Background: an optimization exercise with open tools, aiming at small area, a short achievable clock period and few clock cycles per item. Do not read the settings as production practice.
Function was checked by simulation only, so behaviour that the tests miss may differ from the original.

==> flow/config.mk <==
export PLATFORM = sky130hd
export DESIGN_NAME = Exp
export DESIGN_NICKNAME = Exp
export VERILOG_FILES = /design/flow/design.v
export SDC_FILE = /design/flow/constraint.sdc
export NUM_CORES = 4
export LEC_CHECK = 0
export CAP_MARGIN = 20
export CORE_MARGIN = 2
export CORE_UTILIZATION = 45
export PLACE_DENSITY = 0.6
export SLEW_MARGIN = 20
==> flow/constraint.sdc <==
create_clock -name core_clock -period 10.0 [get_ports {clk}]
set_input_delay 2.0000 -clock core_clock [delete_from_list [all_inputs] [get_ports {clk}]]
set_output_delay 2.0000 -clock core_clock [all_outputs]
set_load 0.01 [all_outputs]
==> flow/run.sh <==
#!/bin/bash
# synth_recipe.tcl (not shown) runs the flow's synth.tcl, then flattens the netlist and writes it again
# the make line also repeats each setting of config.mk as NAME=value (left out here)
make -C /OpenROAD-flow-scripts/flow DESIGN_CONFIG=/design/flow/config.mk WORK_HOME=/design/flow/orfs CLKGATE_MAP_FILE= SYNTH_SCRIPT=/design/flow/synth_recipe.tcl finish
==> flow/design.v <==
module Exp(
    input clk,
    input rst,
    input [31:0] x,
    input [31:0] n,
    output [31:0] res,
    output done
);
    reg[31:0] xx, nn, y, r;
    reg[31:0] nx, nnn, ny, nr;
    reg[3:0] cs;
    reg[3:0] ns;
    parameter q1 = 4'b0000;
    parameter q2 = 4'b0001;
    parameter q3 = 4'b0011;
    parameter q4 = 4'b0100;
    parameter q5 = 4'b0101;
    parameter q6 = 4'b0110;
    parameter q7 = 4'b0111;
    parameter q8 = 4'b1000;
    parameter q9 = 4'b1001;
    parameter q10 = 4'b1010;
    assign res = r;
    assign done = (cs == q10);
    always @(*) begin
        nx = xx;
        nnn = nn;
        ny = y;
        nr = r;
        case(cs)
            q1: begin
                nr = 32'd0;
                nx = x;
                nnn = n;
                ny = 32'd1;
            end
            q9: begin
                nr = 32'd1;
            end
            q7: begin
                nx = xx * xx;
                nnn = nn / 2;
            end
            q6: begin
                nx = xx * xx;
                nnn = (nn - 1) / 2;
                ny = xx * y;
            end
            q8: begin
                nr = xx * y;
            end
            default: begin
            end
        endcase
    end
    always @(*) begin
        case(cs)
            q1: ns = q2;
            q2:
                if(nn == 0)
                    ns = q9;
                else
                    ns = q3;
            q3: ns = q4;
            q4:
                if(nn > 1)
                    ns = q5;
                else
                    ns = q8;
            q5:
                if((nn & 1) == 0)
                    ns = q7;
                else
                    ns = q6;
            q7: ns = q4;
            q6: ns = q4;
            q8: ns = q10;
            q9: ns = q10;
            q10: ns = q10;
            default: ns = q1;
        endcase
    end
    always @(posedge clk) begin
        xx <= nx;
        nn <= nnn;
        y <= ny;
        r <= nr;
    end
    always @(posedge clk) begin
        cs <= (rst) ? 0 : ns;
    end
endmodule
==> reports/qor.csv <==
metric,value,unit
drt pass-1 iters,5,
number of port buffers,98,
vias per cell,5.04,
"EDFF count, synth",128,
Fillers,7206,
row count,101,
"Slew Viols, Final",0,
initial DRC count,1055,
number of max-cap violations,0,
Fmax,0.119,GHz
Vert. Die Dim,282,um
Tot GR Track Use,0.241,
Simple-Gate Fraction of Synth Area,0.156,
Fin. Hold Viols,0,
GR Util met2,0.412,
# placed instances,4623,
Post-Syn Area per Cell,9.61,um^2
H-tree levels,4,
adder-cell share of the synthesized area,0.538,
fin crit share,0.838,
sequential cell area,3920,um^2
slowest CP cell,edfxtp_1,
Worst Path Max Fanout,30,
RSZ-0062 raised after global routing,no,
post-synth cell types,60,
cell count after synthesis,3613,
area of the multi-input gates,27100,um^2
CP Buf/Inv Count,5,
Tightest Hold Check Type,reg -> reg,
Yosys warnings,1,
Post-Layout Cell Count,4656,
number of global-route vias before repair,25800,
"Net Count, Synth",4708,
Vias,23500,
"slowest stage delay, CP",0.93,ns
clk sinks,132,
Initial Utilization,0.455,
Longest Clk Path Bufs,2,
#FFs+latches synth,132,
largest area contributor in the netlist,fa_1,
largest net degree at the start of global routing,71,
"Req. time, crit path",10.24,ns
clock transition at the registers of the reported paths,0.07,ns
worst skew pair latency,0.49,ns
total wire length,88700,um
Post-synth ARST share,0,
Setup TNS,0,ns
layer with the highest usage,met2,
CTS tree,yes,
Nets,4707,
post-route clock skew,0.0182,ns
largest cells by area after synthesis,"fa_1 45%, edfxtp_1 11%, ha_1 9.3%",
xor/xnor share of the synthesized area,0.0429,
GP Congestion,0.879,
Place WS,1.73,ns
first-pass GRT wire length,144000,um
clk root buf,clkbuf_16,
met3 usage,0.0327,
initial antenna violation count,0,
Period minus WS final,8.38,ns
DRC,0,
Synth-to-Final Area Change,7.58,%
startpoint types,register,
DP HPWL,70000,um
register area share after synthesis,0.113,
crit end category,register,
# hold bufs at CTS,0,
Final WS setup,1.62,ns
Crit path arrival time,8.62,ns
Num CTS Buffers,17,
Post-CTS Setup Bufs,0,
DR WL/cell,19.0,um
CP Class,reg -> reg,
fraction of layout cells with a size suffix above 1,0.0301,
die footprint,79400,um^2
Synth Area in Compound Gates,0.0407,
most frequent CP cell,fa_1,
CP Cell Sequence,"buf_4, buf_4, nand2_1, fa_1, inv_1, fa_1, fa_1, inv_1, fa_1, fa_1, inv_1, ha_1, fa_1, fa_1, ha_1, a211o_1, nor2_1, nor3_1, o31a_1, a31o_2, a41oi_1, o21ai_0, xnor2_1, and2_1",
grt total ovfl,0,
die width,282,um
Mapped Area,34700,um^2
status,no timing/DRC/antenna violations,
largest family of logic cells by synthesized area,adder cells,
final number of setup-violating endpoints,0,
Slew @ Worst Pin,1.19,ns
Ports,99,
normalized max-slew margin,0.207,
Yosys top cell area share,0.445,
kind of cell adding the most delay to the critical path,adder cells,
mux contribution to synthesized area,0.00126,
grt met1 use,0.321,
CTS resizes,0,
Final ANT Viol Nets,0,
core box area,76200,um^2
ys flop type,edfxtp_1,
-- state kept, by name, summed over array words and instances, names as in the netlist --
signal and flops:
nn 32, r 32, xx 32, y 32, cs 4
-- synthesized netlist by cell type, drive strengths merged (24+ instances only) --
master,count
inv,829
fa,772
and2,471
nand2,390
ha,257
clkbuf,169
edfxtp,128
xnor2,111
nor2,92
o21ai,75
xor2,59
a21oi,50
a21o,31
nor3,24
-- metal layers --
| layer | up-vias | wire (um) |
|---|---|---|
| met5 | - | 0 |
| met4 | 0 | 2180 |
| met3 | 102 | 3720 |
| met2 | 479 | 44700 |
| met1 | 12200 | 38100 |
| li1 | 10700 | - |
-- path summary, 6_finish.rpt --
kind,start,endpoint,slack (ns),cells after the start
max,xx[2],r[31],1.62,24
min,nn[0],cs[0],0.65,3
max reg2reg,xx[2],r[31],1.62,24
min reg2reg,nn[0],cs[0],0.65,3
-- placed cells by master, fill, tap and decap left out, drive strengths merged, types with 59 or more instances in the layout --
cell / count
edfxtp: 128
xor2: 59
ha: 257
nand2: 390
o21ai: 75
xnor2: 111
nor2: 92
clkdlybuf4s50: 98
fa: 772
and2: 471
inv: 837
-- metrics by stage --
stage,hold WS (ns),util,area [um^2]
2_1_floorplan,0.585,-,34700
3_3_place_gp,0.629,0.483,36800
3_5_place_dp,0.636,0.483,36800
4_1_cts,0.656,0.490,37300
5_1_grt,0.697,0.490,37300
6_report,0.648,0.490,37300
-- worst min-delay path, cell delays in order, from the launching register on --
cell and delay [ns]:
edfxtp_1 0.39, nand2_1 0.07, nand2_1 0.06, a2111oi_0 0.08
-- area by class of cell --
| type | count | share of cell area |
|---|---|---|
| multi-input cells | 2481 | 0.725 |
| inverters | 829 | 0.0833 |
| diodes | 1 | 0.0000670 |
| clock inverters | 15 | 0.00372 |
| repair buffers | 151 | 0.0373 |
| clock buffers | 17 | 0.0114 |
| well taps | 1030 | 0.0345 |
| flip-flops and latches | 132 | 0.105 |
-- logic make-up after synthesis --
group | after synthesis
xor gates and xnor gates | 170
buffers and inverters | 1000
and+or+nand+nor | 1052
AOI/OAI and AO/OA | 226
DFF | 132
muxes | 4
adders and majority gates | 1029
Testbench counts, summed over its fixed seeds: cycles 19,380, items 384.

## what the ideal ports hide
How much do the figures lean on ideal ports? The routed layout below was timed once more, with nothing changed but the port constraints.
Step 1 (the two cells are an assumption about what drives the block):
set clk [get_ports {clk}]
set_driving_cell -lib_cell sky130_fd_sc_hd__clkbuf_16 $clk
set_driving_cell -lib_cell sky130_fd_sc_hd__buf_2 [delete_from_list [all_inputs] $clk]
Step 2 adds t to the input delays and takes it off the output delays; t is the mean of the earliest and latest rising clock arrival at the registers after step 1. Input paths then give back, and output paths get back, about the clock's delay inside the block.
Slacks: ideal ports / drivers / drivers and shift; pairs: ideal ports / drivers.
t, ns: 0.548
slack for setup (ns): 1.619 / 1.619 / 1.619
hold WS [ns]: 0.648 / 0.648 / 0.648
worst setup path at the end: register to register
After both steps this run still meets setup and hold. For this run, drivers alone change the setup slack by 0.000 ns; drivers and shift together by 0.000 ns.
